Context: an optimization exercise on an open-source flow, tuned for small area, a short achievable clock period and few clock cycles per item. The choices shown serve that exercise and are no tape-out recipe.
At most, simulation tests tie the RTL to the original design; equivalence was not proved.
Power and IR drop assume default switching activity.

## time_based_processor
module time_based_processor(
    input           clk,             
    input           rst_n,           
    input  [7:0]    data_in,         
    input  [2:0]    opcode,          
    input           data_valid,      
    output [15:0]   data_out,        
    output          data_ready,      
    output [3:0]    status_flags     
);
    localparam OP_NOP     = 3'b000;
    localparam OP_ADD     = 3'b001;
    localparam OP_SUB     = 3'b010;
    localparam OP_MUL     = 3'b011;
    localparam OP_SHIFT   = 3'b100;
    localparam OP_FILTER  = 3'b101;
    localparam OP_INVERT  = 3'b110;
    localparam OP_COMPARE = 3'b111;
    reg        wait_b;        
    reg        busy;          
    reg        ready;         
    reg [7:0]  x;             
    reg [2:0]  op;            
    reg [15:0] result;
    reg        flag_ovf;
    reg        flag_zero;
    wire idle = ~(wait_b | busy | ready);
    wire [7:0] b = data_in;
    function [10:0] padd;
        input [9:0] a, b;
        input       ci;
        reg   [9:0] g, p, gg, pp;
  ...
Settings: LEC_CHECK=0, ABC_AREA=1, CAP_MARGIN=20, CORE_MARGIN=2, CORE_UTILIZATION=60, SETUP_SLACK_MARGIN=2.5, SLEW_MARGIN=20; clock period 5.5 ns.
standard.sh (not shown) runs the stock make flow with config.mk's settings and CLKGATE_MAP_FILE= SYNTH_SCRIPT=/design/flow/synth_recipe.tcl, a recipe that flattens the netlist after the stock synthesis.
==> flow/flow/run.sh <==
#!/bin/bash
# Standard layout with these changes: plain buf_1 cells as the port buffers,
# and half and full adders left to abc as plain gates (flow/noha.mk).
bash standard.sh "DESIGN_CONFIG=$PWD/flow/noha.mk" "BUFFER_PORTS_ARGS=-buffer_cell sky130_fd_sc_hd__buf_1"  finish > standard.log 2>&1
==> flow/flow/noha.mk <==
# The standard flow's settings, plus the half and full adders cells marked don't-use so that
# synthesis leaves half and full adders to abc as plain gates.
include $(FLOW_CONFIG)
export DONT_USE_CELLS += sky130_fd_sc_hd__ha_1 sky130_fd_sc_hd__ha_2 sky130_fd_sc_hd__ha_4 sky130_fd_sc_hd__fa_1 sky130_fd_sc_hd__fa_2 sky130_fd_sc_hd__fa_4
The baseline finished clean.
Testbench counts at the start, summed over its fixed seeds: cycles 15,476, ops 4,800.
Change:
Settings changed: CORE_UTILIZATION 60 to 40, CTS_CLUSTER_DIAMETER set to 100, CTS_CLUSTER_SIZE set to 50, SETUP_SLACK_MARGIN 2.5 to 2.75.
After rerunning: Design area is higher by 3.0%; synthesized area stays the same; worst setup slack gains 0.17 ns; sequential share of layout area goes down by 0.78 points; worst hold slack improves by 0.012 ns.
Change:
Settings changed: CORE_UTILIZATION 40 to 50, CTS_CLUSTER_DIAMETER 100 to not set, CTS_CLUSTER_SIZE 50 to not set, SETUP_SLACK_MARGIN 2.75 to 3.
- critical path depth fell by 9
- synthesized area stays the same
- global-route usage climbs by 4.7 points
- via count shrinks by 0.57%
- combinational power is about the same
- power increases by 2.1%
- wire length falls by 1.4%
- clock power rises by 26%
- cell area increases by 0.68%
Change:
==> flow/flow/run.sh (replaced) <==
#!/bin/bash
# Standard layout with two changes: plain buf_1 cells as the port buffers,
# and half and full adders left to abc as plain gates (flow/noha.mk).
bash standard.sh "DESIGN_CONFIG=$PWD/flow/noha.mk" "BUFFER_PORTS_ARGS=-buffer_cell sky130_fd_sc_hd__buf_1" finish > standard.log 2>&1
Settings changed: CORE_UTILIZATION 50 to 40, SETUP_SLACK_MARGIN 3 to 2.5.
Effect:
- critical path depth went up by 7
- worst setup slack got worse by 0.33 ns
- first-iteration DRC count went up by a quarter to a third
- cell area went down by a few percent
- wire length went down slightly
- total power went down by a few percent
- clock power went down by about a fifth
- non-clock buffer count went down by 3
- sequential share of layout area went up by 0.73 points
- clock-buffer cell count went down by 1
- fmax went down by roughly a tenth


## before
time_based_processor, a different RTL version from the one above (not shown whole).
For scale: about 570 cells after synthesis, roughly 33 flip-flops, ~35 I/O pins, about 3600 sq um of cells after synthesis.
==> flow/config.mk <==
export PLATFORM = sky130hd
export DESIGN_NAME = time_based_processor
export DESIGN_NICKNAME = time_based_processor
export VERILOG_FILES = /design/flow/design.v
export SDC_FILE = /design/flow/constraint.sdc
export NUM_CORES = 4
export LEC_CHECK = 0
export ABC_AREA = 1
export CAP_MARGIN = 20
export CORE_MARGIN = 2
export CORE_UTILIZATION = 40
export SETUP_SLACK_MARGIN = 3
export SLEW_MARGIN = 20
==> flow/constraint.sdc <==
create_clock -name core_clock -period 5.5 [get_ports {clk}]
set_input_delay 1.1000 -clock core_clock [delete_from_list [all_inputs] [get_ports {clk}]]
set_output_delay 1.1000 -clock core_clock [all_outputs]
set_load 0.01 [all_outputs]
==> flow/flow/run.sh <==
#!/bin/bash
# Standard layout with these changes: plain buf_1 cells as the port buffers,
# and half and full adders left to abc as plain gates (flow/noha.mk).
bash standard.sh "DESIGN_CONFIG=$PWD/flow/noha.mk" "BUFFER_PORTS_ARGS=-buffer_cell sky130_fd_sc_hd__buf_1"  finish > standard.log 2>&1
Scripts as last shown in full above: flow/flow/noha.mk
> inputs changed (before -> after)
Settings: CORE_UTILIZATION changed from 40 to 60.
Results
- Final clock period utilization by the worst path came out lower on after than on before.
- Re number of maximum-capacitance constraint violations: no difference whatsoever between after and before.
- Comparing after and before, the lower cell count is on after.
- after — minimum period implied by the final worst setup slack 0.038 ns lower, before as reference
- after and before all finish clean.
- Changes observed in after relative to before: reg-to-reg setup timing slack fell 0.03 ns, clock group share of total power fell 0.2 points, die area fell about 32%, total detailed-routing wirelength fell 74 um, synthesis-to-layout area growth fell 3.0 points.
- On power, after and before are neck and neck.
- For the share of final-layout standard cells stronger than drive strength 1, after came in 0.25 points lower than before did.
Function was not checked in any run of this note: the RTL went through the layout flow alone.


time_based_processor, a different RTL version from the one above (not shown whole).
For scale: about 33 flip-flops.
Design time_based_processor, start of the top module:
module time_based_processor(
    input           clk,             
    input           rst_n,           
    input  [7:0]    data_in,         
    input  [2:0]    opcode,          
    input           data_valid,      
    output [15:0]   data_out,        
    output          data_ready,      
    output [3:0]    status_flags     
);
    localparam OP_NOP     = 3'b000;
    localparam OP_ADD     = 3'b001;
    localparam OP_SUB     = 3'b010;
    localparam OP_MUL     = 3'b011;
    localparam OP_SHIFT   = 3'b100;
    localparam OP_FILTER  = 3'b101;
    localparam OP_INVERT  = 3'b110;
    localparam OP_COMPARE = 3'b111;
    reg        wait_b;        
    reg        busy;          
    reg        ready;         
    reg [7:0]  x;             
    reg [2:0]  op;            
    reg [15:0] result;
    reg        flag_ovf;
    reg        out_inv;       
    reg        flag_zero;
    wire idle = ~(wait_b | busy | ready);
    wire [7:0] b = data_in;
    function [10:0] padd;
        input [9:0] a, b;
        input       ci;
        reg   [9:0] g, p, gg, pp;
        integer i, l;
        begin
            p = a ^ b;
            g = (a & b) | {9'd0, p[0] & ci};
            gg = g;
            pp = p;
            for (l = 0; l < 4; l = l + 1)
                for (i = 9; i >= 0; i = i - 1)
                    if ((i >> l) & 1) begin
                        gg[i] = gg[i] | (pp[i] & gg[((i >> l) << l) - 1]);
                        pp[i] = pp[i] & pp[((i >> l) << l) - 1];
                    end
            padd = {gg[9], p ^ {gg[8:0], ci}};
        end
    endfunction
    wire [9:0]  t0     = {2'b00, result[15:8]};
    wire [9:0]  t1     = {2'b00, x & {8{result[0]}}};
    wire [9:0]  t2     = {1'b0, x & {8{result[1]}}, 1'b0};
    wire [9:0]  cs_s   = t0 ^ t1 ^ t2;
    wire [9:0]  cs_c   = (t0 & t1) | (t0 & t2) | (t1 & t2);
    wire [10:0] msum   = padd(cs_s, {cs_c[8:0], 1'b0}, 1'b0);
    wire [15:0] mstep  = {msum[9:0], result[7:2]};
    wire [10:0] sums = padd({2'b00, x}, {2'b00, b}, 1'b0);
    wire       c   = sums[8];
  ...
==> flow/config.mk <==
export PLATFORM = sky130hd
export DESIGN_NAME = time_based_processor
export DESIGN_NICKNAME = time_based_processor
export VERILOG_FILES = /design/flow/design.v
export SDC_FILE = /design/flow/constraint.sdc
export NUM_CORES = 4
export LEC_CHECK = 0
export ABC_AREA = 1
export CAP_MARGIN = 20
export CORE_MARGIN = 2
export CORE_UTILIZATION = 60
export SETUP_SLACK_MARGIN = 3
export SLEW_MARGIN = 20
==> flow/constraint.sdc <==
create_clock -name core_clock -period 5.5 [get_ports {clk}]
set_input_delay 1.1000 -clock core_clock [delete_from_list [all_inputs] [get_ports {clk}]]
set_output_delay 1.1000 -clock core_clock [all_outputs]
set_load 0.01 [all_outputs]
Scripts as last shown in full above: flow/flow/run.sh, flow/flow/noha.mk
Edit:
CORE_UTILIZATION = 40   (was 60)
SETUP_SLACK_MARGIN = 3.25   (was 3)
=>
- count of clock-buffer cells in the layout went up by 1
- flip-flop and latch count is unchanged
- final area went up by 11%
- hold slack gets worse by 16 ps
- cell count went up by 5.7%
- core utilization went down by 19 points
- first-iteration DRC count went down by 58%
No functional check of the RTL was part of any run of this note.

[port drivers added, routing unchanged]
No port has a modelled driver above. Below, the same layouts with a new extraction and two added sets of constraints.
Step 1: set_driving_cell puts a clkbuf_16 on clk and a buf_2 on each other input, an assumption about the parent block.
Step 2 times the ports against the registers' clock, not the clock port: input delays grow and output delays shrink by t, the midpoint of the rising clock arrivals with the driver on.
Three values: no drivers, after step 1, after step 2; two values: the first two.
run | t (ns) | setup WS [ns] | worst hold slack (ns) | worst setup path after step 2
the first run of note 1 | 0.310 | 2.744 / 2.715 / 2.492 | 0.573 / 0.573 / 0.573 | input to register
the second run of note 1 | 0.317 | 2.916 / 2.917 / 2.603 | 0.585 / 0.585 / 0.585 | input to register
the third run of note 1 | 0.316 | 3.051 / 3.020 / 2.776 | 0.574 / 0.574 / 0.574 | input to register
the fourth run of note 1 | 0.316 | 2.720 / 2.725 / 2.409 | 0.585 / 0.585 / 0.585 | input to register
before | 0.326 | 3.045 / 3.041 / 2.715 | 0.545 / 0.545 / 0.545 | input to register
after | 0.323 | 3.083 / 3.062 / 2.753 | 0.594 / 0.594 / 0.594 | input to register
the first run of note 3 | 0.308 | 3.047 / 3.035 / 2.727 | 0.609 / 0.606 / 0.627 | input to register
the second run of note 3 | 0.323 | 3.216 / 3.184 / 2.933 | 0.593 / 0.582 / 0.666 | input to register
After both steps every run listed still meets setup and hold.
